Source: an optimization exercise on an open RTL-to-GDS flow (aim: small area, a short achievable clock period and few clock cycles). Production flows keep margins and buffers that such runs may drop.
No run shown here included a check of the RTL's function; only the layout flow was run.

==> flow/design.v <==
module encrpytion        
    # (parameter k = 32)(
    input clk,               
    input rst,               
    input en,                
    input [k-1:0]a,          
    input [2*k-1:0]n,        
    input [k:0]e,            
    output [k-1:0]cipher,    
    output reg ready_flag    
    );
reg  [k-1:0] R;          
reg  [k-1:0] P;          
reg  [k-1:0] Ni;         
reg          bq;         
reg  [4:0]   cnt;        
reg  [4:0]   idx;        
reg          ebit;       
reg          sq;         
reg          run;        
reg          clr;        
assign cipher = R;
reg  [4:0] idx0;
integer i;
always @(*) begin
    idx0 = 5'd0;
    for (i = 1; i <= k; i = i + 1)
        if (e[i]) idx0 = i - 1;
end
wire [k+2:0] x  = {2'b00, P, 1'b0};
wire [k+2:0] y  = {3'b000, bq ? R : {k{1'b0}}};
wire [k+2:0] z1 = {3'b111, Ni};           
wire [k+2:0] z2 = {2'b11, Ni, 1'b1};      
wire [k+2:0] s1 = x ^ y ^ z1;
wire [k+2:0] c1 = (x & y) | (x & z1) | (y & z1);
wire [k+2:0] s2 = x ^ y ^ z2;
wire [k+2:0] c2 = (x & y) | (x & z2) | (y & z2);
wire [34:0] ad0_p0 = x ^ y;
wire [34:0] ad0_g0 = x & y;
wire [34:0] ad0_G0 = {ad0_g0[34:1], ad0_g0[0] | (ad0_p0[0] & 1'b0)};
wire [34:0] ad0_P0 = ad0_p0;
wire ad0_g1_1 = ad0_G0[1] | (ad0_P0[1] & ad0_G0[0]);
wire ad0_p1_1 = ad0_P0[1] & ad0_P0[0];
wire ad0_g1_3 = ad0_G0[3] | (ad0_P0[3] & ad0_G0[2]);
wire ad0_p1_3 = ad0_P0[3] & ad0_P0[2];
wire ad0_g1_5 = ad0_G0[5] | (ad0_P0[5] & ad0_G0[4]);
wire ad0_p1_5 = ad0_P0[5] & ad0_P0[4];
wire ad0_g1_7 = ad0_G0[7] | (ad0_P0[7] & ad0_G0[6]);
wire ad0_p1_7 = ad0_P0[7] & ad0_P0[6];
wire ad0_g1_9 = ad0_G0[9] | (ad0_P0[9] & ad0_G0[8]);
wire ad0_p1_9 = ad0_P0[9] & ad0_P0[8];
wire ad0_g1_11 = ad0_G0[11] | (ad0_P0[11] & ad0_G0[10]);
wire ad0_p1_11 = ad0_P0[11] & ad0_P0[10];
wire ad0_g1_13 = ad0_G0[13] | (ad0_P0[13] & ad0_G0[12]);
wire ad0_p1_13 = ad0_P0[13] & ad0_P0[12];
wire ad0_g1_15 = ad0_G0[15] | (ad0_P0[15] & ad0_G0[14]);
wire ad0_p1_15 = ad0_P0[15] & ad0_P0[14];
wire ad0_g1_17 = ad0_G0[17] | (ad0_P0[17] & ad0_G0[16]);
wire ad0_p1_17 = ad0_P0[17] & ad0_P0[16];
wire ad0_g1_19 = ad0_G0[19] | (ad0_P0[19] & ad0_G0[18]);
wire ad0_p1_19 = ad0_P0[19] & ad0_P0[18];
wire ad0_g1_21 = ad0_G0[21] | (ad0_P0[21] & ad0_G0[20]);
wire ad0_p1_21 = ad0_P0[21] & ad0_P0[20];
wire ad0_g1_23 = ad0_G0[23] | (ad0_P0[23] & ad0_G0[22]);
wire ad0_p1_23 = ad0_P0[23] & ad0_P0[22];
wire ad0_g1_25 = ad0_G0[25] | (ad0_P0[25] & ad0_G0[24]);
wire ad0_p1_25 = ad0_P0[25] & ad0_P0[24];
wire ad0_g1_27 = ad0_G0[27] | (ad0_P0[27] & ad0_G0[26]);
wire ad0_p1_27 = ad0_P0[27] & ad0_P0[26];
wire ad0_g1_29 = ad0_G0[29] | (ad0_P0[29] & ad0_G0[28]);
wire ad0_p1_29 = ad0_P0[29] & ad0_P0[28];
wire ad0_g1_31 = ad0_G0[31] | (ad0_P0[31] & ad0_G0[30]);
wire ad0_p1_31 = ad0_P0[31] & ad0_P0[30];
wire ad0_g1_33 = ad0_G0[33] | (ad0_P0[33] & ad0_G0[32]);
wire ad0_p1_33 = ad0_P0[33] & ad0_P0[32];
wire ad0_g2_2 = ad0_G0[2] | (ad0_P0[2] & ad0_g1_1);
wire ad0_p2_2 = ad0_P0[2] & ad0_p1_1;
wire ad0_g2_3 = ad0_g1_3 | (ad0_p1_3 & ad0_g1_1);
wire ad0_p2_3 = ad0_p1_3 & ad0_p1_1;
wire ad0_g2_6 = ad0_G0[6] | (ad0_P0[6] & ad0_g1_5);
wire ad0_p2_6 = ad0_P0[6] & ad0_p1_5;
wire ad0_g2_7 = ad0_g1_7 | (ad0_p1_7 & ad0_g1_5);
wire ad0_p2_7 = ad0_p1_7 & ad0_p1_5;
wire ad0_g2_10 = ad0_G0[10] | (ad0_P0[10] & ad0_g1_9);
wire ad0_p2_10 = ad0_P0[10] & ad0_p1_9;
wire ad0_g2_11 = ad0_g1_11 | (ad0_p1_11 & ad0_g1_9);
wire ad0_p2_11 = ad0_p1_11 & ad0_p1_9;
wire ad0_g2_14 = ad0_G0[14] | (ad0_P0[14] & ad0_g1_13);
wire ad0_p2_14 = ad0_P0[14] & ad0_p1_13;
wire ad0_g2_15 = ad0_g1_15 | (ad0_p1_15 & ad0_g1_13);
wire ad0_p2_15 = ad0_p1_15 & ad0_p1_13;
wire ad0_g2_18 = ad0_G0[18] | (ad0_P0[18] & ad0_g1_17);
wire ad0_p2_18 = ad0_P0[18] & ad0_p1_17;
wire ad0_g2_19 = ad0_g1_19 | (ad0_p1_19 & ad0_g1_17);
wire ad0_p2_19 = ad0_p1_19 & ad0_p1_17;
wire ad0_g2_22 = ad0_G0[22] | (ad0_P0[22] & ad0_g1_21);
wire ad0_p2_22 = ad0_P0[22] & ad0_p1_21;
wire ad0_g2_23 = ad0_g1_23 | (ad0_p1_23 & ad0_g1_21);
wire ad0_p2_23 = ad0_p1_23 & ad0_p1_21;
wire ad0_g2_26 = ad0_G0[26] | (ad0_P0[26] & ad0_g1_25);
wire ad0_p2_26 = ad0_P0[26] & ad0_p1_25;
wire ad0_g2_27 = ad0_g1_27 | (ad0_p1_27 & ad0_g1_25);
wire ad0_p2_27 = ad0_p1_27 & ad0_p1_25;
wire ad0_g2_30 = ad0_G0[30] | (ad0_P0[30] & ad0_g1_29);
wire ad0_p2_30 = ad0_P0[30] & ad0_p1_29;
wire ad0_g2_31 = ad0_g1_31 | (ad0_p1_31 & ad0_g1_29);
wire ad0_p2_31 = ad0_p1_31 & ad0_p1_29;
wire ad0_g2_34 = ad0_G0[34] | (ad0_P0[34] & ad0_g1_33);
wire ad0_p2_34 = ad0_P0[34] & ad0_p1_33;
wire ad0_g3_4 = ad0_G0[4] | (ad0_P0[4] & ad0_g2_3);
wire ad0_p3_4 = ad0_P0[4] & ad0_p2_3;
wire ad0_g3_5 = ad0_g1_5 | (ad0_p1_5 & ad0_g2_3);
wire ad0_p3_5 = ad0_p1_5 & ad0_p2_3;
wire ad0_g3_6 = ad0_g2_6 | (ad0_p2_6 & ad0_g2_3);
wire ad0_p3_6 = ad0_p2_6 & ad0_p2_3;
wire ad0_g3_7 = ad0_g2_7 | (ad0_p2_7 & ad0_g2_3);
wire ad0_p3_7 = ad0_p2_7 & ad0_p2_3;
wire ad0_g3_12 = ad0_G0[12] | (ad0_P0[12] & ad0_g2_11);
wire ad0_p3_12 = ad0_P0[12] & ad0_p2_11;
wire ad0_g3_13 = ad0_g1_13 | (ad0_p1_13 & ad0_g2_11);
wire ad0_p3_13 = ad0_p1_13 & ad0_p2_11;
wire ad0_g3_14 = ad0_g2_14 | (ad0_p2_14 & ad0_g2_11);
wire ad0_p3_14 = ad0_p2_14 & ad0_p2_11;
wire ad0_g3_15 = ad0_g2_15 | (ad0_p2_15 & ad0_g2_11);
wire ad0_p3_15 = ad0_p2_15 & ad0_p2_11;
wire ad0_g3_20 = ad0_G0[20] | (ad0_P0[20] & ad0_g2_19);
wire ad0_p3_20 = ad0_P0[20] & ad0_p2_19;
wire ad0_g3_21 = ad0_g1_21 | (ad0_p1_21 & ad0_g2_19);
wire ad0_p3_21 = ad0_p1_21 & ad0_p2_19;
wire ad0_g3_22 = ad0_g2_22 | (ad0_p2_22 & ad0_g2_19);
wire ad0_p3_22 = ad0_p2_22 & ad0_p2_19;
wire ad0_g3_23 = ad0_g2_23 | (ad0_p2_23 & ad0_g2_19);
wire ad0_p3_23 = ad0_p2_23 & ad0_p2_19;
wire ad0_g3_28 = ad0_G0[28] | (ad0_P0[28] & ad0_g2_27);
wire ad0_p3_28 = ad0_P0[28] & ad0_p2_27;
wire ad0_g3_29 = ad0_g1_29 | (ad0_p1_29 & ad0_g2_27);
wire ad0_p3_29 = ad0_p1_29 & ad0_p2_27;
wire ad0_g3_30 = ad0_g2_30 | (ad0_p2_30 & ad0_g2_27);
wire ad0_p3_30 = ad0_p2_30 & ad0_p2_27;
wire ad0_g3_31 = ad0_g2_31 | (ad0_p2_31 & ad0_g2_27);
wire ad0_p3_31 = ad0_p2_31 & ad0_p2_27;
wire ad0_g4_8 = ad0_G0[8] | (ad0_P0[8] & ad0_g3_7);
wire ad0_p4_8 = ad0_P0[8] & ad0_p3_7;
wire ad0_g4_9 = ad0_g1_9 | (ad0_p1_9 & ad0_g3_7);
wire ad0_p4_9 = ad0_p1_9 & ad0_p3_7;
wire ad0_g4_10 = ad0_g2_10 | (ad0_p2_10 & ad0_g3_7);
wire ad0_p4_10 = ad0_p2_10 & ad0_p3_7;
wire ad0_g4_11 = ad0_g2_11 | (ad0_p2_11 & ad0_g3_7);
wire ad0_p4_11 = ad0_p2_11 & ad0_p3_7;
wire ad0_g4_12 = ad0_g3_12 | (ad0_p3_12 & ad0_g3_7);
wire ad0_p4_12 = ad0_p3_12 & ad0_p3_7;
wire ad0_g4_13 = ad0_g3_13 | (ad0_p3_13 & ad0_g3_7);
wire ad0_p4_13 = ad0_p3_13 & ad0_p3_7;
wire ad0_g4_14 = ad0_g3_14 | (ad0_p3_14 & ad0_g3_7);
wire ad0_p4_14 = ad0_p3_14 & ad0_p3_7;
wire ad0_g4_15 = ad0_g3_15 | (ad0_p3_15 & ad0_g3_7);
wire ad0_p4_15 = ad0_p3_15 & ad0_p3_7;
wire ad0_g4_24 = ad0_G0[24] | (ad0_P0[24] & ad0_g3_23);
wire ad0_p4_24 = ad0_P0[24] & ad0_p3_23;
wire ad0_g4_25 = ad0_g1_25 | (ad0_p1_25 & ad0_g3_23);
wire ad0_p4_25 = ad0_p1_25 & ad0_p3_23;
wire ad0_g4_26 = ad0_g2_26 | (ad0_p2_26 & ad0_g3_23);
wire ad0_p4_26 = ad0_p2_26 & ad0_p3_23;
wire ad0_g4_27 = ad0_g2_27 | (ad0_p2_27 & ad0_g3_23);
wire ad0_p4_27 = ad0_p2_27 & ad0_p3_23;
wire ad0_g4_28 = ad0_g3_28 | (ad0_p3_28 & ad0_g3_23);
wire ad0_p4_28 = ad0_p3_28 & ad0_p3_23;
wire ad0_g4_29 = ad0_g3_29 | (ad0_p3_29 & ad0_g3_23);
wire ad0_p4_29 = ad0_p3_29 & ad0_p3_23;
wire ad0_g4_30 = ad0_g3_30 | (ad0_p3_30 & ad0_g3_23);
wire ad0_p4_30 = ad0_p3_30 & ad0_p3_23;
wire ad0_g4_31 = ad0_g3_31 | (ad0_p3_31 & ad0_g3_23);
wire ad0_p4_31 = ad0_p3_31 & ad0_p3_23;
wire ad0_g5_16 = ad0_G0[16] | (ad0_P0[16] & ad0_g4_15);
wire ad0_p5_16 = ad0_P0[16] & ad0_p4_15;
wire ad0_g5_17 = ad0_g1_17 | (ad0_p1_17 & ad0_g4_15);
wire ad0_p5_17 = ad0_p1_17 & ad0_p4_15;
wire ad0_g5_18 = ad0_g2_18 | (ad0_p2_18 & ad0_g4_15);
wire ad0_p5_18 = ad0_p2_18 & ad0_p4_15;
wire ad0_g5_19 = ad0_g2_19 | (ad0_p2_19 & ad0_g4_15);
wire ad0_p5_19 = ad0_p2_19 & ad0_p4_15;
wire ad0_g5_20 = ad0_g3_20 | (ad0_p3_20 & ad0_g4_15);
wire ad0_p5_20 = ad0_p3_20 & ad0_p4_15;
wire ad0_g5_21 = ad0_g3_21 | (ad0_p3_21 & ad0_g4_15);
wire ad0_p5_21 = ad0_p3_21 & ad0_p4_15;
wire ad0_g5_22 = ad0_g3_22 | (ad0_p3_22 & ad0_g4_15);
wire ad0_p5_22 = ad0_p3_22 & ad0_p4_15;
wire ad0_g5_23 = ad0_g3_23 | (ad0_p3_23 & ad0_g4_15);
wire ad0_p5_23 = ad0_p3_23 & ad0_p4_15;
wire ad0_g5_24 = ad0_g4_24 | (ad0_p4_24 & ad0_g4_15);
wire ad0_p5_24 = ad0_p4_24 & ad0_p4_15;
wire ad0_g5_25 = ad0_g4_25 | (ad0_p4_25 & ad0_g4_15);
wire ad0_p5_25 = ad0_p4_25 & ad0_p4_15;
wire ad0_g5_26 = ad0_g4_26 | (ad0_p4_26 & ad0_g4_15);
wire ad0_p5_26 = ad0_p4_26 & ad0_p4_15;
wire ad0_g5_27 = ad0_g4_27 | (ad0_p4_27 & ad0_g4_15);
wire ad0_p5_27 = ad0_p4_27 & ad0_p4_15;
wire ad0_g5_28 = ad0_g4_28 | (ad0_p4_28 & ad0_g4_15);
wire ad0_p5_28 = ad0_p4_28 & ad0_p4_15;
wire ad0_g5_29 = ad0_g4_29 | (ad0_p4_29 & ad0_g4_15);
wire ad0_p5_29 = ad0_p4_29 & ad0_p4_15;
wire ad0_g5_30 = ad0_g4_30 | (ad0_p4_30 & ad0_g4_15);
wire ad0_p5_30 = ad0_p4_30 & ad0_p4_15;
wire ad0_g5_31 = ad0_g4_31 | (ad0_p4_31 & ad0_g4_15);
wire ad0_p5_31 = ad0_p4_31 & ad0_p4_15;
wire ad0_g6_32 = ad0_G0[32] | (ad0_P0[32] & ad0_g5_31);
wire ad0_p6_32 = ad0_P0[32] & ad0_p5_31;
wire ad0_g6_33 = ad0_g1_33 | (ad0_p1_33 & ad0_g5_31);
wire ad0_p6_33 = ad0_p1_33 & ad0_p5_31;
wire ad0_g6_34 = ad0_g2_34 | (ad0_p2_34 & ad0_g5_31);
wire ad0_p6_34 = ad0_p2_34 & ad0_p5_31;
wire [34:0] t0 = ad0_p0 ^ {ad0_g6_33, ad0_g6_32, ad0_g5_31, ad0_g5_30, ad0_g5_29, ad0_g5_28, ad0_g5_27, ad0_g5_26, ad0_g5_25, ad0_g5_24, ad0_g5_23, ad0_g5_22, ad0_g5_21, ad0_g5_20, ad0_g5_19, ad0_g5_18, ad0_g5_17, ad0_g5_16, ad0_g4_15, ad0_g4_14, ad0_g4_13, ad0_g4_12, ad0_g4_11, ad0_g4_10, ad0_g4_9, ad0_g4_8, ad0_g3_7, ad0_g3_6, ad0_g3_5, ad0_g3_4, ad0_g2_3, ad0_g2_2, ad0_g1_1, ad0_G0[0], 1'b0};
wire [34:0] ad1_p0 = s1 ^ {c1[k+1:0], 1'b0};
wire [34:0] ad1_g0 = s1 & {c1[k+1:0], 1'b0};
wire [34:0] ad1_G0 = {ad1_g0[34:1], ad1_g0[0] | (ad1_p0[0] & 1'b1)};
wire [34:0] ad1_P0 = ad1_p0;
wire ad1_g1_1 = ad1_G0[1] | (ad1_P0[1] & ad1_G0[0]);
wire ad1_p1_1 = ad1_P0[1] & ad1_P0[0];
wire ad1_g1_3 = ad1_G0[3] | (ad1_P0[3] & ad1_G0[2]);
wire ad1_p1_3 = ad1_P0[3] & ad1_P0[2];
wire ad1_g1_5 = ad1_G0[5] | (ad1_P0[5] & ad1_G0[4]);
wire ad1_p1_5 = ad1_P0[5] & ad1_P0[4];
wire ad1_g1_7 = ad1_G0[7] | (ad1_P0[7] & ad1_G0[6]);
wire ad1_p1_7 = ad1_P0[7] & ad1_P0[6];
wire ad1_g1_9 = ad1_G0[9] | (ad1_P0[9] & ad1_G0[8]);
wire ad1_p1_9 = ad1_P0[9] & ad1_P0[8];
wire ad1_g1_11 = ad1_G0[11] | (ad1_P0[11] & ad1_G0[10]);
wire ad1_p1_11 = ad1_P0[11] & ad1_P0[10];
wire ad1_g1_13 = ad1_G0[13] | (ad1_P0[13] & ad1_G0[12]);
wire ad1_p1_13 = ad1_P0[13] & ad1_P0[12];
wire ad1_g1_15 = ad1_G0[15] | (ad1_P0[15] & ad1_G0[14]);
wire ad1_p1_15 = ad1_P0[15] & ad1_P0[14];
wire ad1_g1_17 = ad1_G0[17] | (ad1_P0[17] & ad1_G0[16]);
wire ad1_p1_17 = ad1_P0[17] & ad1_P0[16];
wire ad1_g1_19 = ad1_G0[19] | (ad1_P0[19] & ad1_G0[18]);
wire ad1_p1_19 = ad1_P0[19] & ad1_P0[18];
wire ad1_g1_21 = ad1_G0[21] | (ad1_P0[21] & ad1_G0[20]);
wire ad1_p1_21 = ad1_P0[21] & ad1_P0[20];
wire ad1_g1_23 = ad1_G0[23] | (ad1_P0[23] & ad1_G0[22]);
wire ad1_p1_23 = ad1_P0[23] & ad1_P0[22];
wire ad1_g1_25 = ad1_G0[25] | (ad1_P0[25] & ad1_G0[24]);
wire ad1_p1_25 = ad1_P0[25] & ad1_P0[24];
wire ad1_g1_27 = ad1_G0[27] | (ad1_P0[27] & ad1_G0[26]);
wire ad1_p1_27 = ad1_P0[27] & ad1_P0[26];
wire ad1_g1_29 = ad1_G0[29] | (ad1_P0[29] & ad1_G0[28]);
wire ad1_p1_29 = ad1_P0[29] & ad1_P0[28];
wire ad1_g1_31 = ad1_G0[31] | (ad1_P0[31] & ad1_G0[30]);
wire ad1_p1_31 = ad1_P0[31] & ad1_P0[30];
wire ad1_g1_33 = ad1_G0[33] | (ad1_P0[33] & ad1_G0[32]);
wire ad1_p1_33 = ad1_P0[33] & ad1_P0[32];
wire ad1_g2_2 = ad1_G0[2] | (ad1_P0[2] & ad1_g1_1);
wire ad1_p2_2 = ad1_P0[2] & ad1_p1_1;
wire ad1_g2_3 = ad1_g1_3 | (ad1_p1_3 & ad1_g1_1);
wire ad1_p2_3 = ad1_p1_3 & ad1_p1_1;
wire ad1_g2_6 = ad1_G0[6] | (ad1_P0[6] & ad1_g1_5);
wire ad1_p2_6 = ad1_P0[6] & ad1_p1_5;
wire ad1_g2_7 = ad1_g1_7 | (ad1_p1_7 & ad1_g1_5);
wire ad1_p2_7 = ad1_p1_7 & ad1_p1_5;
wire ad1_g2_10 = ad1_G0[10] | (ad1_P0[10] & ad1_g1_9);
wire ad1_p2_10 = ad1_P0[10] & ad1_p1_9;
wire ad1_g2_11 = ad1_g1_11 | (ad1_p1_11 & ad1_g1_9);
wire ad1_p2_11 = ad1_p1_11 & ad1_p1_9;
wire ad1_g2_14 = ad1_G0[14] | (ad1_P0[14] & ad1_g1_13);
wire ad1_p2_14 = ad1_P0[14] & ad1_p1_13;
wire ad1_g2_15 = ad1_g1_15 | (ad1_p1_15 & ad1_g1_13);
wire ad1_p2_15 = ad1_p1_15 & ad1_p1_13;
wire ad1_g2_18 = ad1_G0[18] | (ad1_P0[18] & ad1_g1_17);
wire ad1_p2_18 = ad1_P0[18] & ad1_p1_17;
wire ad1_g2_19 = ad1_g1_19 | (ad1_p1_19 & ad1_g1_17);
wire ad1_p2_19 = ad1_p1_19 & ad1_p1_17;
wire ad1_g2_22 = ad1_G0[22] | (ad1_P0[22] & ad1_g1_21);
wire ad1_p2_22 = ad1_P0[22] & ad1_p1_21;
wire ad1_g2_23 = ad1_g1_23 | (ad1_p1_23 & ad1_g1_21);
wire ad1_p2_23 = ad1_p1_23 & ad1_p1_21;
wire ad1_g2_26 = ad1_G0[26] | (ad1_P0[26] & ad1_g1_25);
wire ad1_p2_26 = ad1_P0[26] & ad1_p1_25;
wire ad1_g2_27 = ad1_g1_27 | (ad1_p1_27 & ad1_g1_25);
wire ad1_p2_27 = ad1_p1_27 & ad1_p1_25;
wire ad1_g2_30 = ad1_G0[30] | (ad1_P0[30] & ad1_g1_29);
wire ad1_p2_30 = ad1_P0[30] & ad1_p1_29;
wire ad1_g2_31 = ad1_g1_31 | (ad1_p1_31 & ad1_g1_29);
wire ad1_p2_31 = ad1_p1_31 & ad1_p1_29;
wire ad1_g2_34 = ad1_G0[34] | (ad1_P0[34] & ad1_g1_33);
wire ad1_p2_34 = ad1_P0[34] & ad1_p1_33;
wire ad1_g3_4 = ad1_G0[4] | (ad1_P0[4] & ad1_g2_3);
wire ad1_p3_4 = ad1_P0[4] & ad1_p2_3;
wire ad1_g3_5 = ad1_g1_5 | (ad1_p1_5 & ad1_g2_3);
wire ad1_p3_5 = ad1_p1_5 & ad1_p2_3;
wire ad1_g3_6 = ad1_g2_6 | (ad1_p2_6 & ad1_g2_3);
wire ad1_p3_6 = ad1_p2_6 & ad1_p2_3;
wire ad1_g3_7 = ad1_g2_7 | (ad1_p2_7 & ad1_g2_3);
wire ad1_p3_7 = ad1_p2_7 & ad1_p2_3;
wire ad1_g3_12 = ad1_G0[12] | (ad1_P0[12] & ad1_g2_11);
wire ad1_p3_12 = ad1_P0[12] & ad1_p2_11;
wire ad1_g3_13 = ad1_g1_13 | (ad1_p1_13 & ad1_g2_11);
wire ad1_p3_13 = ad1_p1_13 & ad1_p2_11;
wire ad1_g3_14 = ad1_g2_14 | (ad1_p2_14 & ad1_g2_11);
wire ad1_p3_14 = ad1_p2_14 & ad1_p2_11;
wire ad1_g3_15 = ad1_g2_15 | (ad1_p2_15 & ad1_g2_11);
wire ad1_p3_15 = ad1_p2_15 & ad1_p2_11;
wire ad1_g3_20 = ad1_G0[20] | (ad1_P0[20] & ad1_g2_19);
wire ad1_p3_20 = ad1_P0[20] & ad1_p2_19;
wire ad1_g3_21 = ad1_g1_21 | (ad1_p1_21 & ad1_g2_19);
wire ad1_p3_21 = ad1_p1_21 & ad1_p2_19;
wire ad1_g3_22 = ad1_g2_22 | (ad1_p2_22 & ad1_g2_19);
wire ad1_p3_22 = ad1_p2_22 & ad1_p2_19;
wire ad1_g3_23 = ad1_g2_23 | (ad1_p2_23 & ad1_g2_19);
wire ad1_p3_23 = ad1_p2_23 & ad1_p2_19;
wire ad1_g3_28 = ad1_G0[28] | (ad1_P0[28] & ad1_g2_27);
wire ad1_p3_28 = ad1_P0[28] & ad1_p2_27;
wire ad1_g3_29 = ad1_g1_29 | (ad1_p1_29 & ad1_g2_27);
wire ad1_p3_29 = ad1_p1_29 & ad1_p2_27;
wire ad1_g3_30 = ad1_g2_30 | (ad1_p2_30 & ad1_g2_27);
wire ad1_p3_30 = ad1_p2_30 & ad1_p2_27;
wire ad1_g3_31 = ad1_g2_31 | (ad1_p2_31 & ad1_g2_27);
wire ad1_p3_31 = ad1_p2_31 & ad1_p2_27;
wire ad1_g4_8 = ad1_G0[8] | (ad1_P0[8] & ad1_g3_7);
wire ad1_p4_8 = ad1_P0[8] & ad1_p3_7;
wire ad1_g4_9 = ad1_g1_9 | (ad1_p1_9 & ad1_g3_7);
wire ad1_p4_9 = ad1_p1_9 & ad1_p3_7;
wire ad1_g4_10 = ad1_g2_10 | (ad1_p2_10 & ad1_g3_7);
wire ad1_p4_10 = ad1_p2_10 & ad1_p3_7;
wire ad1_g4_11 = ad1_g2_11 | (ad1_p2_11 & ad1_g3_7);
wire ad1_p4_11 = ad1_p2_11 & ad1_p3_7;
wire ad1_g4_12 = ad1_g3_12 | (ad1_p3_12 & ad1_g3_7);
wire ad1_p4_12 = ad1_p3_12 & ad1_p3_7;
wire ad1_g4_13 = ad1_g3_13 | (ad1_p3_13 & ad1_g3_7);
wire ad1_p4_13 = ad1_p3_13 & ad1_p3_7;
wire ad1_g4_14 = ad1_g3_14 | (ad1_p3_14 & ad1_g3_7);
wire ad1_p4_14 = ad1_p3_14 & ad1_p3_7;
wire ad1_g4_15 = ad1_g3_15 | (ad1_p3_15 & ad1_g3_7);
wire ad1_p4_15 = ad1_p3_15 & ad1_p3_7;
wire ad1_g4_24 = ad1_G0[24] | (ad1_P0[24] & ad1_g3_23);
wire ad1_p4_24 = ad1_P0[24] & ad1_p3_23;
wire ad1_g4_25 = ad1_g1_25 | (ad1_p1_25 & ad1_g3_23);
wire ad1_p4_25 = ad1_p1_25 & ad1_p3_23;
wire ad1_g4_26 = ad1_g2_26 | (ad1_p2_26 & ad1_g3_23);
wire ad1_p4_26 = ad1_p2_26 & ad1_p3_23;
wire ad1_g4_27 = ad1_g2_27 | (ad1_p2_27 & ad1_g3_23);
wire ad1_p4_27 = ad1_p2_27 & ad1_p3_23;
wire ad1_g4_28 = ad1_g3_28 | (ad1_p3_28 & ad1_g3_23);
wire ad1_p4_28 = ad1_p3_28 & ad1_p3_23;
wire ad1_g4_29 = ad1_g3_29 | (ad1_p3_29 & ad1_g3_23);
wire ad1_p4_29 = ad1_p3_29 & ad1_p3_23;
wire ad1_g4_30 = ad1_g3_30 | (ad1_p3_30 & ad1_g3_23);
wire ad1_p4_30 = ad1_p3_30 & ad1_p3_23;
wire ad1_g4_31 = ad1_g3_31 | (ad1_p3_31 & ad1_g3_23);
wire ad1_p4_31 = ad1_p3_31 & ad1_p3_23;
wire ad1_g5_16 = ad1_G0[16] | (ad1_P0[16] & ad1_g4_15);
wire ad1_p5_16 = ad1_P0[16] & ad1_p4_15;
wire ad1_g5_17 = ad1_g1_17 | (ad1_p1_17 & ad1_g4_15);
wire ad1_p5_17 = ad1_p1_17 & ad1_p4_15;
wire ad1_g5_18 = ad1_g2_18 | (ad1_p2_18 & ad1_g4_15);
wire ad1_p5_18 = ad1_p2_18 & ad1_p4_15;
wire ad1_g5_19 = ad1_g2_19 | (ad1_p2_19 & ad1_g4_15);
wire ad1_p5_19 = ad1_p2_19 & ad1_p4_15;
wire ad1_g5_20 = ad1_g3_20 | (ad1_p3_20 & ad1_g4_15);
wire ad1_p5_20 = ad1_p3_20 & ad1_p4_15;
wire ad1_g5_21 = ad1_g3_21 | (ad1_p3_21 & ad1_g4_15);
wire ad1_p5_21 = ad1_p3_21 & ad1_p4_15;
wire ad1_g5_22 = ad1_g3_22 | (ad1_p3_22 & ad1_g4_15);
wire ad1_p5_22 = ad1_p3_22 & ad1_p4_15;
wire ad1_g5_23 = ad1_g3_23 | (ad1_p3_23 & ad1_g4_15);
wire ad1_p5_23 = ad1_p3_23 & ad1_p4_15;
wire ad1_g5_24 = ad1_g4_24 | (ad1_p4_24 & ad1_g4_15);
wire ad1_p5_24 = ad1_p4_24 & ad1_p4_15;
wire ad1_g5_25 = ad1_g4_25 | (ad1_p4_25 & ad1_g4_15);
wire ad1_p5_25 = ad1_p4_25 & ad1_p4_15;
wire ad1_g5_26 = ad1_g4_26 | (ad1_p4_26 & ad1_g4_15);
wire ad1_p5_26 = ad1_p4_26 & ad1_p4_15;
wire ad1_g5_27 = ad1_g4_27 | (ad1_p4_27 & ad1_g4_15);
wire ad1_p5_27 = ad1_p4_27 & ad1_p4_15;
wire ad1_g5_28 = ad1_g4_28 | (ad1_p4_28 & ad1_g4_15);
wire ad1_p5_28 = ad1_p4_28 & ad1_p4_15;
wire ad1_g5_29 = ad1_g4_29 | (ad1_p4_29 & ad1_g4_15);
wire ad1_p5_29 = ad1_p4_29 & ad1_p4_15;
wire ad1_g5_30 = ad1_g4_30 | (ad1_p4_30 & ad1_g4_15);
wire ad1_p5_30 = ad1_p4_30 & ad1_p4_15;
wire ad1_g5_31 = ad1_g4_31 | (ad1_p4_31 & ad1_g4_15);
wire ad1_p5_31 = ad1_p4_31 & ad1_p4_15;
wire ad1_g6_32 = ad1_G0[32] | (ad1_P0[32] & ad1_g5_31);
wire ad1_p6_32 = ad1_P0[32] & ad1_p5_31;
wire ad1_g6_33 = ad1_g1_33 | (ad1_p1_33 & ad1_g5_31);
wire ad1_p6_33 = ad1_p1_33 & ad1_p5_31;
wire ad1_g6_34 = ad1_g2_34 | (ad1_p2_34 & ad1_g5_31);
wire ad1_p6_34 = ad1_p2_34 & ad1_p5_31;
wire [34:0] t1 = ad1_p0 ^ {ad1_g6_33, ad1_g6_32, ad1_g5_31, ad1_g5_30, ad1_g5_29, ad1_g5_28, ad1_g5_27, ad1_g5_26, ad1_g5_25, ad1_g5_24, ad1_g5_23, ad1_g5_22, ad1_g5_21, ad1_g5_20, ad1_g5_19, ad1_g5_18, ad1_g5_17, ad1_g5_16, ad1_g4_15, ad1_g4_14, ad1_g4_13, ad1_g4_12, ad1_g4_11, ad1_g4_10, ad1_g4_9, ad1_g4_8, ad1_g3_7, ad1_g3_6, ad1_g3_5, ad1_g3_4, ad1_g2_3, ad1_g2_2, ad1_g1_1, ad1_G0[0], 1'b1};
wire [34:0] ad2_p0 = s2 ^ {c2[k+1:0], 1'b0};
wire [34:0] ad2_g0 = s2 & {c2[k+1:0], 1'b0};
wire [34:0] ad2_G0 = {ad2_g0[34:1], ad2_g0[0] | (ad2_p0[0] & 1'b1)};
wire [34:0] ad2_P0 = ad2_p0;
wire ad2_g1_1 = ad2_G0[1] | (ad2_P0[1] & ad2_G0[0]);
wire ad2_p1_1 = ad2_P0[1] & ad2_P0[0];
wire ad2_g1_3 = ad2_G0[3] | (ad2_P0[3] & ad2_G0[2]);
wire ad2_p1_3 = ad2_P0[3] & ad2_P0[2];
wire ad2_g1_5 = ad2_G0[5] | (ad2_P0[5] & ad2_G0[4]);
wire ad2_p1_5 = ad2_P0[5] & ad2_P0[4];
wire ad2_g1_7 = ad2_G0[7] | (ad2_P0[7] & ad2_G0[6]);
wire ad2_p1_7 = ad2_P0[7] & ad2_P0[6];
wire ad2_g1_9 = ad2_G0[9] | (ad2_P0[9] & ad2_G0[8]);
wire ad2_p1_9 = ad2_P0[9] & ad2_P0[8];
wire ad2_g1_11 = ad2_G0[11] | (ad2_P0[11] & ad2_G0[10]);
wire ad2_p1_11 = ad2_P0[11] & ad2_P0[10];
wire ad2_g1_13 = ad2_G0[13] | (ad2_P0[13] & ad2_G0[12]);
wire ad2_p1_13 = ad2_P0[13] & ad2_P0[12];
wire ad2_g1_15 = ad2_G0[15] | (ad2_P0[15] & ad2_G0[14]);
wire ad2_p1_15 = ad2_P0[15] & ad2_P0[14];
wire ad2_g1_17 = ad2_G0[17] | (ad2_P0[17] & ad2_G0[16]);
wire ad2_p1_17 = ad2_P0[17] & ad2_P0[16];
wire ad2_g1_19 = ad2_G0[19] | (ad2_P0[19] & ad2_G0[18]);
wire ad2_p1_19 = ad2_P0[19] & ad2_P0[18];
wire ad2_g1_21 = ad2_G0[21] | (ad2_P0[21] & ad2_G0[20]);
wire ad2_p1_21 = ad2_P0[21] & ad2_P0[20];
wire ad2_g1_23 = ad2_G0[23] | (ad2_P0[23] & ad2_G0[22]);
wire ad2_p1_23 = ad2_P0[23] & ad2_P0[22];
wire ad2_g1_25 = ad2_G0[25] | (ad2_P0[25] & ad2_G0[24]);
wire ad2_p1_25 = ad2_P0[25] & ad2_P0[24];
wire ad2_g1_27 = ad2_G0[27] | (ad2_P0[27] & ad2_G0[26]);
wire ad2_p1_27 = ad2_P0[27] & ad2_P0[26];
wire ad2_g1_29 = ad2_G0[29] | (ad2_P0[29] & ad2_G0[28]);
wire ad2_p1_29 = ad2_P0[29] & ad2_P0[28];
wire ad2_g1_31 = ad2_G0[31] | (ad2_P0[31] & ad2_G0[30]);
wire ad2_p1_31 = ad2_P0[31] & ad2_P0[30];
wire ad2_g1_33 = ad2_G0[33] | (ad2_P0[33] & ad2_G0[32]);
wire ad2_p1_33 = ad2_P0[33] & ad2_P0[32];
wire ad2_g2_2 = ad2_G0[2] | (ad2_P0[2] & ad2_g1_1);
wire ad2_p2_2 = ad2_P0[2] & ad2_p1_1;
wire ad2_g2_3 = ad2_g1_3 | (ad2_p1_3 & ad2_g1_1);
wire ad2_p2_3 = ad2_p1_3 & ad2_p1_1;
wire ad2_g2_6 = ad2_G0[6] | (ad2_P0[6] & ad2_g1_5);
wire ad2_p2_6 = ad2_P0[6] & ad2_p1_5;
wire ad2_g2_7 = ad2_g1_7 | (ad2_p1_7 & ad2_g1_5);
wire ad2_p2_7 = ad2_p1_7 & ad2_p1_5;
wire ad2_g2_10 = ad2_G0[10] | (ad2_P0[10] & ad2_g1_9);
wire ad2_p2_10 = ad2_P0[10] & ad2_p1_9;
wire ad2_g2_11 = ad2_g1_11 | (ad2_p1_11 & ad2_g1_9);
wire ad2_p2_11 = ad2_p1_11 & ad2_p1_9;
wire ad2_g2_14 = ad2_G0[14] | (ad2_P0[14] & ad2_g1_13);
wire ad2_p2_14 = ad2_P0[14] & ad2_p1_13;
wire ad2_g2_15 = ad2_g1_15 | (ad2_p1_15 & ad2_g1_13);
wire ad2_p2_15 = ad2_p1_15 & ad2_p1_13;
wire ad2_g2_18 = ad2_G0[18] | (ad2_P0[18] & ad2_g1_17);
wire ad2_p2_18 = ad2_P0[18] & ad2_p1_17;
wire ad2_g2_19 = ad2_g1_19 | (ad2_p1_19 & ad2_g1_17);
wire ad2_p2_19 = ad2_p1_19 & ad2_p1_17;
wire ad2_g2_22 = ad2_G0[22] | (ad2_P0[22] & ad2_g1_21);
wire ad2_p2_22 = ad2_P0[22] & ad2_p1_21;
wire ad2_g2_23 = ad2_g1_23 | (ad2_p1_23 & ad2_g1_21);
wire ad2_p2_23 = ad2_p1_23 & ad2_p1_21;
wire ad2_g2_26 = ad2_G0[26] | (ad2_P0[26] & ad2_g1_25);
wire ad2_p2_26 = ad2_P0[26] & ad2_p1_25;
wire ad2_g2_27 = ad2_g1_27 | (ad2_p1_27 & ad2_g1_25);
wire ad2_p2_27 = ad2_p1_27 & ad2_p1_25;
wire ad2_g2_30 = ad2_G0[30] | (ad2_P0[30] & ad2_g1_29);
wire ad2_p2_30 = ad2_P0[30] & ad2_p1_29;
wire ad2_g2_31 = ad2_g1_31 | (ad2_p1_31 & ad2_g1_29);
wire ad2_p2_31 = ad2_p1_31 & ad2_p1_29;
wire ad2_g2_34 = ad2_G0[34] | (ad2_P0[34] & ad2_g1_33);
wire ad2_p2_34 = ad2_P0[34] & ad2_p1_33;
wire ad2_g3_4 = ad2_G0[4] | (ad2_P0[4] & ad2_g2_3);
wire ad2_p3_4 = ad2_P0[4] & ad2_p2_3;
wire ad2_g3_5 = ad2_g1_5 | (ad2_p1_5 & ad2_g2_3);
wire ad2_p3_5 = ad2_p1_5 & ad2_p2_3;
wire ad2_g3_6 = ad2_g2_6 | (ad2_p2_6 & ad2_g2_3);
wire ad2_p3_6 = ad2_p2_6 & ad2_p2_3;
wire ad2_g3_7 = ad2_g2_7 | (ad2_p2_7 & ad2_g2_3);
wire ad2_p3_7 = ad2_p2_7 & ad2_p2_3;
wire ad2_g3_12 = ad2_G0[12] | (ad2_P0[12] & ad2_g2_11);
wire ad2_p3_12 = ad2_P0[12] & ad2_p2_11;
wire ad2_g3_13 = ad2_g1_13 | (ad2_p1_13 & ad2_g2_11);
wire ad2_p3_13 = ad2_p1_13 & ad2_p2_11;
wire ad2_g3_14 = ad2_g2_14 | (ad2_p2_14 & ad2_g2_11);
wire ad2_p3_14 = ad2_p2_14 & ad2_p2_11;
wire ad2_g3_15 = ad2_g2_15 | (ad2_p2_15 & ad2_g2_11);
wire ad2_p3_15 = ad2_p2_15 & ad2_p2_11;
wire ad2_g3_20 = ad2_G0[20] | (ad2_P0[20] & ad2_g2_19);
wire ad2_p3_20 = ad2_P0[20] & ad2_p2_19;
wire ad2_g3_21 = ad2_g1_21 | (ad2_p1_21 & ad2_g2_19);
wire ad2_p3_21 = ad2_p1_21 & ad2_p2_19;
wire ad2_g3_22 = ad2_g2_22 | (ad2_p2_22 & ad2_g2_19);
wire ad2_p3_22 = ad2_p2_22 & ad2_p2_19;
wire ad2_g3_23 = ad2_g2_23 | (ad2_p2_23 & ad2_g2_19);
wire ad2_p3_23 = ad2_p2_23 & ad2_p2_19;
wire ad2_g3_28 = ad2_G0[28] | (ad2_P0[28] & ad2_g2_27);
wire ad2_p3_28 = ad2_P0[28] & ad2_p2_27;
wire ad2_g3_29 = ad2_g1_29 | (ad2_p1_29 & ad2_g2_27);
wire ad2_p3_29 = ad2_p1_29 & ad2_p2_27;
wire ad2_g3_30 = ad2_g2_30 | (ad2_p2_30 & ad2_g2_27);
wire ad2_p3_30 = ad2_p2_30 & ad2_p2_27;
wire ad2_g3_31 = ad2_g2_31 | (ad2_p2_31 & ad2_g2_27);
wire ad2_p3_31 = ad2_p2_31 & ad2_p2_27;
wire ad2_g4_8 = ad2_G0[8] | (ad2_P0[8] & ad2_g3_7);
wire ad2_p4_8 = ad2_P0[8] & ad2_p3_7;
wire ad2_g4_9 = ad2_g1_9 | (ad2_p1_9 & ad2_g3_7);
wire ad2_p4_9 = ad2_p1_9 & ad2_p3_7;
wire ad2_g4_10 = ad2_g2_10 | (ad2_p2_10 & ad2_g3_7);
wire ad2_p4_10 = ad2_p2_10 & ad2_p3_7;
wire ad2_g4_11 = ad2_g2_11 | (ad2_p2_11 & ad2_g3_7);
wire ad2_p4_11 = ad2_p2_11 & ad2_p3_7;
wire ad2_g4_12 = ad2_g3_12 | (ad2_p3_12 & ad2_g3_7);
wire ad2_p4_12 = ad2_p3_12 & ad2_p3_7;
wire ad2_g4_13 = ad2_g3_13 | (ad2_p3_13 & ad2_g3_7);
wire ad2_p4_13 = ad2_p3_13 & ad2_p3_7;
wire ad2_g4_14 = ad2_g3_14 | (ad2_p3_14 & ad2_g3_7);
wire ad2_p4_14 = ad2_p3_14 & ad2_p3_7;
wire ad2_g4_15 = ad2_g3_15 | (ad2_p3_15 & ad2_g3_7);
wire ad2_p4_15 = ad2_p3_15 & ad2_p3_7;
wire ad2_g4_24 = ad2_G0[24] | (ad2_P0[24] & ad2_g3_23);
wire ad2_p4_24 = ad2_P0[24] & ad2_p3_23;
wire ad2_g4_25 = ad2_g1_25 | (ad2_p1_25 & ad2_g3_23);
wire ad2_p4_25 = ad2_p1_25 & ad2_p3_23;
wire ad2_g4_26 = ad2_g2_26 | (ad2_p2_26 & ad2_g3_23);
wire ad2_p4_26 = ad2_p2_26 & ad2_p3_23;
wire ad2_g4_27 = ad2_g2_27 | (ad2_p2_27 & ad2_g3_23);
wire ad2_p4_27 = ad2_p2_27 & ad2_p3_23;
wire ad2_g4_28 = ad2_g3_28 | (ad2_p3_28 & ad2_g3_23);
wire ad2_p4_28 = ad2_p3_28 & ad2_p3_23;
wire ad2_g4_29 = ad2_g3_29 | (ad2_p3_29 & ad2_g3_23);
wire ad2_p4_29 = ad2_p3_29 & ad2_p3_23;
wire ad2_g4_30 = ad2_g3_30 | (ad2_p3_30 & ad2_g3_23);
wire ad2_p4_30 = ad2_p3_30 & ad2_p3_23;
wire ad2_g4_31 = ad2_g3_31 | (ad2_p3_31 & ad2_g3_23);
wire ad2_p4_31 = ad2_p3_31 & ad2_p3_23;
wire ad2_g5_16 = ad2_G0[16] | (ad2_P0[16] & ad2_g4_15);
wire ad2_p5_16 = ad2_P0[16] & ad2_p4_15;
wire ad2_g5_17 = ad2_g1_17 | (ad2_p1_17 & ad2_g4_15);
wire ad2_p5_17 = ad2_p1_17 & ad2_p4_15;
wire ad2_g5_18 = ad2_g2_18 | (ad2_p2_18 & ad2_g4_15);
wire ad2_p5_18 = ad2_p2_18 & ad2_p4_15;
wire ad2_g5_19 = ad2_g2_19 | (ad2_p2_19 & ad2_g4_15);
wire ad2_p5_19 = ad2_p2_19 & ad2_p4_15;
wire ad2_g5_20 = ad2_g3_20 | (ad2_p3_20 & ad2_g4_15);
wire ad2_p5_20 = ad2_p3_20 & ad2_p4_15;
wire ad2_g5_21 = ad2_g3_21 | (ad2_p3_21 & ad2_g4_15);
wire ad2_p5_21 = ad2_p3_21 & ad2_p4_15;
wire ad2_g5_22 = ad2_g3_22 | (ad2_p3_22 & ad2_g4_15);
wire ad2_p5_22 = ad2_p3_22 & ad2_p4_15;
wire ad2_g5_23 = ad2_g3_23 | (ad2_p3_23 & ad2_g4_15);
wire ad2_p5_23 = ad2_p3_23 & ad2_p4_15;
wire ad2_g5_24 = ad2_g4_24 | (ad2_p4_24 & ad2_g4_15);
wire ad2_p5_24 = ad2_p4_24 & ad2_p4_15;
wire ad2_g5_25 = ad2_g4_25 | (ad2_p4_25 & ad2_g4_15);
wire ad2_p5_25 = ad2_p4_25 & ad2_p4_15;
wire ad2_g5_26 = ad2_g4_26 | (ad2_p4_26 & ad2_g4_15);
wire ad2_p5_26 = ad2_p4_26 & ad2_p4_15;
wire ad2_g5_27 = ad2_g4_27 | (ad2_p4_27 & ad2_g4_15);
wire ad2_p5_27 = ad2_p4_27 & ad2_p4_15;
wire ad2_g5_28 = ad2_g4_28 | (ad2_p4_28 & ad2_g4_15);
wire ad2_p5_28 = ad2_p4_28 & ad2_p4_15;
wire ad2_g5_29 = ad2_g4_29 | (ad2_p4_29 & ad2_g4_15);
wire ad2_p5_29 = ad2_p4_29 & ad2_p4_15;
wire ad2_g5_30 = ad2_g4_30 | (ad2_p4_30 & ad2_g4_15);
wire ad2_p5_30 = ad2_p4_30 & ad2_p4_15;
wire ad2_g5_31 = ad2_g4_31 | (ad2_p4_31 & ad2_g4_15);
wire ad2_p5_31 = ad2_p4_31 & ad2_p4_15;
wire ad2_g6_32 = ad2_G0[32] | (ad2_P0[32] & ad2_g5_31);
wire ad2_p6_32 = ad2_P0[32] & ad2_p5_31;
wire ad2_g6_33 = ad2_g1_33 | (ad2_p1_33 & ad2_g5_31);
wire ad2_p6_33 = ad2_p1_33 & ad2_p5_31;
wire ad2_g6_34 = ad2_g2_34 | (ad2_p2_34 & ad2_g5_31);
wire ad2_p6_34 = ad2_p2_34 & ad2_p5_31;
wire [34:0] t2 = ad2_p0 ^ {ad2_g6_33, ad2_g6_32, ad2_g5_31, ad2_g5_30, ad2_g5_29, ad2_g5_28, ad2_g5_27, ad2_g5_26, ad2_g5_25, ad2_g5_24, ad2_g5_23, ad2_g5_22, ad2_g5_21, ad2_g5_20, ad2_g5_19, ad2_g5_18, ad2_g5_17, ad2_g5_16, ad2_g4_15, ad2_g4_14, ad2_g4_13, ad2_g4_12, ad2_g4_11, ad2_g4_10, ad2_g4_9, ad2_g4_8, ad2_g3_7, ad2_g3_6, ad2_g3_5, ad2_g3_4, ad2_g2_3, ad2_g2_2, ad2_g1_1, ad2_G0[0], 1'b1};
wire [k-1:0] res = !t2[k+2] ? t2[k-1:0] : !t1[k+2] ? t1[k-1:0] : t0[k-1:0];
wire last   = (cnt == 5'd31);
wire domul  = sq & ebit;
wire finish = last & ~domul & (idx == 5'd0);
wire idle   = ~run & ~ready_flag;
always @(posedge clk or posedge rst) begin
    if (rst) begin
        run <= 1'b0;
        ready_flag <= 1'b0;
    end else begin
        run <= en & (idle | (run & ~finish));
        ready_flag <= en & (ready_flag | (run & finish));
    end
end
always @(posedge clk)
    Ni <= ~n[k-1:0];
function [5:0] first_bit;      
    input [2:0] top;           
    begin
        if (top[2])      first_bit = {1'b1, 5'd30};
        else if (top[1]) first_bit = {1'b1, 5'd29};
        else             first_bit = {top[0], 5'd28};
    end
endfunction
function [5:0] next_bit;       
    input [3:0] top;           
    begin
        if (top[3])      next_bit = {top[2], 5'd29};
        else if (top[2]) next_bit = {top[1], 5'd28};
        else             next_bit = {top[0], 5'd27};
    end
endfunction
wire [5:0] fa = first_bit(a[k-1:k-3]);
wire [5:0] na = next_bit(a[k-1:k-4]);
wire [5:0] nr = next_bit(res[k-1:k-4]);
always @(posedge clk) begin
    ebit <= e[idx];
    P    <= (idle | clr) ? {k{1'b0}} : res;
    clr  <= 1'b0;
    if (idle) begin
        R   <= a;
        {bq, cnt} <= fa;
        idx <= idx0;
        sq  <= 1'b1;
    end else if (run & ~clr) begin
        cnt <= cnt - 5'd1;
        if (last) begin
            R <= res;
            if (domul) begin
                sq  <= 1'b0;
                clr <= ~|a[k-1:k-3];
                {bq, cnt} <= na;
            end else begin
                sq  <= 1'b1;
                clr <= ~|res[k-1:k-3];
                {bq, cnt} <= nr;
                idx <= idx - 5'd1;
            end
        end else begin
            bq <= sq ? R[cnt] : a[cnt];
        end
    end
end
endmodule
==> flow/flow/run.sh <==
#!/bin/bash
# Standard ORFS layout (the standard.sh, unchanged synthesis); every
# input and output port still gets its own buffer, but a plain buf_1
# instead of the delay buffer buffer_ports picks by itself.
set -euo pipefail
export BUFFER_PORTS_ARGS="-buffer_cell sky130_fd_sc_hd__buf_1"
bash standard.sh > standard.log 2>&1
==> flow/standard.sh <==
#!/bin/bash
# synth_recipe.tcl (not shown) runs the flow's synth.tcl, then flattens the netlist and writes it again
# the make line also repeats each setting of config.mk as NAME=value (left out here)
make -C /OpenROAD-flow-scripts/flow DESIGN_CONFIG=/design/flow/config.mk WORK_HOME=/design/flow/orfs CLKGATE_MAP_FILE= SYNTH_SCRIPT=/design/flow/synth_recipe.tcl "${@:-finish}"
==> flow/config.mk <==
export PLATFORM = sky130hd
export DESIGN_NAME = encrpytion
export DESIGN_NICKNAME = encrpytion
export VERILOG_FILES = /design/flow/design.v
export SDC_FILE = /design/flow/constraint.sdc
export NUM_CORES = 4
export LEC_CHECK = 0
export ABC_AREA = 1
export CAP_MARGIN = 20
export CORE_MARGIN = 2
export CORE_UTILIZATION = 55
export PLACE_DENSITY = 0.7
export SETUP_SLACK_MARGIN = 5
export SLEW_MARGIN = 20
==> flow/constraint.sdc <==
create_clock -name core_clock -period 10.0 [get_ports {clk}]
set_input_delay 2.0000 -clock core_clock [delete_from_list [all_inputs] [get_ports {clk}]]
set_output_delay 2.0000 -clock core_clock [all_outputs]
set_load 0.01 [all_outputs]
==> flow_summary.toml, run 1 <==
[die]
ios = 165
die_h_um = 146
die_w_um = 146
core_um2 = 19600
std_cell_rows = 51
start_util_pct = 56.2
dieArea_um2 = 21200

[cells_and_area]
syn_to_final_growth_pct = 9.29
final_cell_area_um2 = 12000
num-nets-final = 1849
drive_gt1_share_pct = 4.84
fillers = 1833
insertedDiodeCount = 0

[setup_path]
crit_chain = "buf_4, nand2_1, inv_1, fa_1, ha_1, a21oi_1, o21bai_1, a21oi_1, o21ai_0, a211oi_1, nand2_1, nand2_1, nand2_4, inv_6, nand3_1, nand2_1, nand2_1, nand2_1, nand3_1, nand2_1, nand2_1"
path_max_fanout = 40
worstSetupStartpointType = "flip-flop"
crit_top_cell = "nand2_1"
worst-path-buf-inv = 3
r2r_slack_ns = 5.32
endpoint_kind = "flip-flop"
cp.arrival_ns = 4.82
worst_path_largest_cell_delay_ns = 0.44
slowest_stage = "fa_1"
required_ns = 10.14
worst-setup-path-type = "flip-flop to flip-flop"
critPathTopFamily = "simple AND/OR/NAND/NOR gates"

[clock_network]
clk_pin_slew_ns = 0.08
clock_latency_ns = 0.38
clockBufferDepth = 2
cts_tree = "built"
cts_num_sinks = 112
ctsHtreeMaxLevel = 3
ctsRootBufferMaster = "clkbuf_16"
numCtsBuffers = 9

[placement]
post-dp-hpwl_um = 22400
gp_congestion = 0.890
portBuffers = 132
dpl_cell_area_um2 = 11700

[synthesis]
synthCells = 1434
synth-seq-area-share_pct = 24.3
synth_cell_types = 59
syn_area_per_cell_um2 = 7.68
synth_warnings = 1
syn_nets = 1739
synthTopCellsByArea = "fa_1, dfxtp_1, edfxtp_1, ha_1, nand2_1"
synth_top_area_share_pct = 13.8
synth_area_um2 = 11000
synth_largest_area_cell = "fa_1"
synth_seq_cells = 112

[timing]
period_share_pct = 46.8
slew-limit-headroom_pct = 39.1
drv_slew = 0
hold-worst-slack_ns = 0.544
hold_violations = 0
tightest_slew_ns = 0.904
fin_setup_tns_ns = 0
max_freq_mhz = 214
clock_skew_ns = 0.0131
finalCriticalPeriod_ns = 4.68
rsz0062_at_grt = "false"
setup_viol = 0

[global_route]
overflow = 0
grt_pass1_wl_um = 48200
grt.total_usage_pct = 28.4
grt_max_degree = 54
grt_pass1_vias = 9717
antenna_found_initial = 1

[detailed_routing]
wl_um = 29600
wl_per_cell_um = 16.3
ant_nets = 0
dr_total_vias = 10023
dr.pass1.iters = 5
via_per_inst = 5.53
drt_first_iter_violations = 627
drc = 0

[status]
status = "finished clean"

[flow_run]
drv_cap = 0

[hold_path]
min_path_type = "flip-flop to flip-flop"
==> area by class of cell <==
cell class / instances / area [µm²] / share of cell area (%)
Multi-Input combinational cell: 1076 / 7370 / 61.2
Sequential cell: 112 / 2680 / 22.3
Inverter: 204 / 778 / 6.46
Timing Repair Buffer: 141 / 563 / 4.68
Tap cell: 265 / 332 / 2.75
Clock buffer: 11 / 253 / 2.10
Clock inverter: 5 / 63.8 / 0.530
==> path summary, 6_finish.rpt <==
kind | from | endpoint | cells past startpoint
min in group asynchronous | rst | ready_flag | 2
min reg2reg | sq | sq | 2
max | bq | bq | 21
min | sq | sq | 2
max reg2reg | bq | bq | 21
max in group asynchronous | rst | run | 2
==> what timing repair did <==
item / CTS / global route
setup endpoints to repair: 61 / 6
setup buffers: 2 / 0
hold buffers: 0 / 0
pin swaps: 0 / 0
gates resized for setup: 3 / 3
==> synth_stat cells, drive strengths merged <==
library cell / number
a211oi: 8
a21boi: 4
a21o: 4
a21oi: 103
a221oi: 4
a22oi: 1
a31o: 1
a31oi: 7
a32o: 1
a32oi: 1
and2: 1
buf: 14
clkbuf: 28
clkinv: 3
dfrtp: 2
dfxtp: 67
edfxtp: 43
fa: 76
ha: 97
inv: 201
mux2i: 1
nand2: 287
nand3: 74
nand3b: 2
nand4: 9
nor2: 154
nor3: 9
nor4: 2
o211ai: 12
o21a: 1
o21ai: 119
o21bai: 10
o221ai: 12
o22ai: 11
o31ai: 5
or2: 4
xnor2: 16
xor2: 40
==> placed cells by master (no fill, tap or decap), drive strengths merged, types with 2 or more instances in the layout <==
cell type  instances
dfxtp             67
a21o               4
dfrtp              2
nand4              9
o31ai              5
or2                4
ha                97
o211ai            12
inv              202
edfxtp            43
a211oi             8
nor3               9
buf              141
fa                76
nand3b             2
nor2             154
a21boi             4
xnor2             16
clkinv             5
nand2            287
o21bai            10
o22ai             11
nor4               2
o21ai            119
nand3             74
clkbuf            11
a221oi             4
a21oi            103
xor2              40
o221ai            12
a31oi              7
==> state kept, by name, indices dropped and copies added (netlist names) <==
name,count
ebit,1
cnt,5
run,1
P,32
clr,1
Ni,32
idx,5
sq,1
bq,1
ready_flag,1
R,32
==> per-stage QoR <==
stage,setup WS [ns],cells,utilization (%)
2_1_floorplan,6.27,1434,-
3_3_place_gp,4.50,1796,59.7
3_5_place_dp,4.50,1796,59.7
4_1_cts,5.27,1814,61.4
5_1_grt,5.12,1814,61.5
6_report,5.32,1814,61.5
==> worst reg2reg max path, delay by kind of cell, from the launching register on <==
| family | cells | cell delay (ns) |
|---|---|---|
| AND/OR/NAND/NOR | 11 | 1.25 |
| AO/OA/AOI/OAI | 5 | 1.19 |
| adder cells (fa/ha/maj) | 2 | 0.77 |
| flip-flops | 1 | 0.39 |
| buffers and inverters | 3 | 0.85 |
==> cell families (layout without fill, tap and decap cells) <==
group,after synthesis,after routing,share of synthesized area [%]
and+or+nand+nor,542,542,20.6
AOI/OAI and AO/OA,304,304,16.8
buffers and inverters,246,361,8.90
adders and majority gates,173,173,24.8
DFF,112,112,24.3
xor gates and xnor gates,56,56,4.45
muxes,1,1,0.0909
==> layer usage <==
layer / share of wire [%] / routed length [µm] / up-vias / GRT usage, %
li1: - / - / 4943 / -
met1: 43 / 12800 / 4649 / 37.6
met2: 46 / 13700 / 376 / 46.8
met3: 8.0 / 2370 / 53 / 5.61
met4: 2.5 / 740 / 2 / 9.46
met5: 0.044 / 13 / - / 0
==> run 2, diff against run 1 <==
==> flow/flow/run.sh (replaced) <==
#!/bin/bash
set -euo pipefail
export BUFFER_PORTS_ARGS="-buffer_cell sky130_fd_sc_hd__buf_1"
export SETUP_SLACK_MARGIN=6
bash standard.sh > standard.log 2>&1
--- a/flow/config.mk
+++ b/flow/config.mk
@@ -12,3 +12,2 @@
 export PLACE_DENSITY = 0.7
-export SETUP_SLACK_MARGIN = 5
 export SLEW_MARGIN = 20
==> run 2 against run 1 <==
  * Worst hold slack got worse by 0.0038 ns
  * Global-route usage rose by 1.6 points
  * Critical path depth did not move
  * Non-clock buffer count rose by 46
  * Utilization rose by 5.0 points
  * Register-to-register slack improved by 0.71 ns
  * Highest routed layer unchanged
  * Sequential cell count did not move
  * Sequential share of layout area fell by 1.7 points
  * Routed wire length rose by 12%
==> flow_summary.toml, run 2 <==
[status]
status = "finished clean"

[clock_network]
cts_tree = "built"
cts_num_sinks = 112
ctsHtreeMaxLevel = 3
clockBufferDepth = 2
ctsRootBufferMaster = "clkbuf_16"
numCtsBuffers = 9
clock_latency_ns = 0.37
hold_buffers = 0
clk_pin_slew_ns = 0.09

[timing]
setup_slack_ns = 6.03
max_freq_mhz = 252
hold_violations = 0
drv_slew = 0
fin_setup_tns_ns = 0
rsz0062_at_grt = "true"
finalCriticalPeriod_ns = 3.97
tightest_slew_ns = 0.920
period_share_pct = 39.7
clock_skew_ns = 0.0148
setup_viol = 0
slew-limit-headroom_pct = 38.0

[placement]
dp_cells = 1796
pre_cts_slack_ns = 4.50
gp_congestion = 0.890
post-dp-hpwl_um = 22400
portBuffers = 132

[global_route]
grt_pass1_wl_um = 50400
overflow = 0
grt_pass1_vias = 10004
grt.total_usage_pct = 30.0
antenna_found_initial = 1
grt_max_degree = 54

[detailed_routing]
wl_per_cell_um = 17.8
wl_um = 33200
drc = 0
drt_first_iter_violations = 944
dr.pass1.iters = 6
ant_nets = 0
via_per_inst = 5.63
dr_total_vias = 10497

[cells_and_area]
mostFrequentLayoutCells = "nand2_1, inv_1, nor2_1, buf_1, ha_1"
top_regs = "Ni x32, P x32, R x32"
fin_cells = 1866
num-nets-final = 1901
final_common_cell = "nand2_1"
syn_to_final_growth_pct = 18.2
drive_gt1_share_pct = 12.7
insertedDiodeCount = 0
postLayoutCoreUtil_pct = 66.5

[synthesis]
synth_compound_area_share_pct = 16.8
synth_top_area_share_pct = 13.8
synthTopCellsByArea = "fa_1, dfxtp_1, edfxtp_1, ha_1, nand2_1"
synth_seq_cells = 112
synth-seq-area-share_pct = 24.3
syn_area_per_cell_um2 = 7.68
synth_area_um2 = 11000
async_flop_share_pct = 1.79
synth_cell_types = 59
synthXorXnorAreaFrac_pct = 4.45
synthAdderAreaFrac_pct = 24.8
synth_warnings = 1
synth_largest_area_cell = "fa_1"
synthCells = 1434
syn_nets = 1739
synthTopCellsByCount = "nand2_1, inv_1, nor2_1"
muxShareOfSynthArea_pct = 0.0909
ys.flop_type = "dfxtp_1"
synth_top_family_by_area = "adder cells"
yosys.area_share.simple_pct = 20.6
synth_edf_count = 43
synth_most_common_cell = "nand2_1"

[setup_path]
worst-setup-path-type = "flip-flop to flip-flop"
path_max_fanout = 18
required_ns = 10.14
worstSetupStartpointType = "flip-flop"
cp.arrival_ns = 4.11
endpoint_kind = "flip-flop"

[die]
die_h_um = 146
dieArea_um2 = 21200
die_w_um = 146
core_um2 = 19600
ios = 165
start_util_pct = 56.2
std_cell_rows = 51

[hold_path]
min_path_type = "flip-flop to flip-flop"

[flow_run]
drv_cap = 0
run 2: cell counts after synthesis:
Identical to the previous run, type by type.
run 2: worst max-delay path, cell delays in order (launching register included):
cell and delay, ns:
edfxtp_1 0.48, buf_12 0.20, nand2_1 0.11, inv_1 0.10, fa_1 0.39, ha_1 0.35, a21o_1 0.19, a21oi_1 0.16
o21bai_2 0.12, a21oi_2 0.19, o21bai_4 0.12, a21oi_2 0.23, nand3_4 0.21, buf_8 0.23, nand3_1 0.11, nand3_2 0.08
nand2_2 0.13, nand2_2 0.07, nand2_2 0.06, nand3_2 0.06, nand2_1 0.07, nand2_1 0.05
run 2: area by class of cell:
cell class | count | area, µm²
clock buffer | 11 | 253
clock inverter | 5 | 63.8
fill | 1693 | 6570
inverter | 204 | 811
multi-input combinational | 1078 | 7820
sequential | 112 | 2680
tap | 265 | 332
timing repair buffer | 187 | 1020
timing repair inverter | 4 | 42.5
run 2: logic make-up (layout without fill, tap and decap cells):
| group | Yosys count | in the layout |
|---|---|---|
| buffers and inverters | 246 | 411 |
| AO/OA/AOI/OAI | 304 | 304 |
| multiplexers | 1 | 1 |
| XOR/XNOR | 56 | 56 |
| flip-flops | 112 | 112 |
| AND/OR/NAND/NOR | 542 | 544 |
| adder cells (fa/ha/maj) | 173 | 173 |
run 2: routing by layer:
metal	share of wire [%]	wire [µm]	up-vias	global-route usage, %
li1	-	-	5057	-
met1	40	13300	4831	39.5
met2	46	15200	503	48.3
met3	10	3310	104	6.65
met4	4.2	1380	2	12.0
met5	0.039	13	-	0
run 2: worst paths after layout:
| check | startpoint | endpoint | slack (ns) | cells past startpoint |
|---|---|---|---|---|
| max | bq | bq | 6.03 | 21 |
| min | sq | sq | 0.54 | 2 |
| max reg2reg | bq | bq | 6.03 | 21 |
| min reg2reg | sq | sq | 0.54 | 2 |
| max in group asynchronous | rst | ready_flag | 8.45 | 2 |
| min in group asynchronous | rst | run | 1.44 | 2 |
run 2: timing repair:
item,4_1_cts,5_1_grt
pin swaps,10,38
setup endpoints to repair,69,62
resized for setup,34,96
buffers inserted,20,28
cloned,4,2
run 2: metrics by stage:
stage / hold slack, ns / instance area (µm²)
after detailed placement: 0.526 / 11700
after global placement: 0.512 / 11700
final: 0.540 / 13000
after CTS: 0.537 / 12300
after global routing: 0.561 / 13000
after floorplan: 0.482 / 11000

## re-timing with driven ports
No port has a modelled driver above. Below, the same layouts with a new extraction and two added sets of constraints.
Step 1, drivers: a clkbuf_16 drives clk and a buf_2 each remaining input, both assumed.
Step 2 moves the port delays by t, midway between the first and last clock arrival at a register: inputs arrive t later, outputs are due t later. That takes back most of the time a late clock gives input paths.
Three values: ideal, step 1, step 2; two values: the first two.
run | t (ns) | slack for setup (ns) | hold WS [ns] | worst setup path at the end
run 1 | 0.415 | 5.321 / 5.321 / 5.321 | 0.544 / 0.544 / 0.544 | register to register
run 2 | 0.414 | 6.028 / 6.028 / 6.028 | 0.540 / 0.540 / 0.540 | register to register
After both steps setup and hold are still met in every run listed.
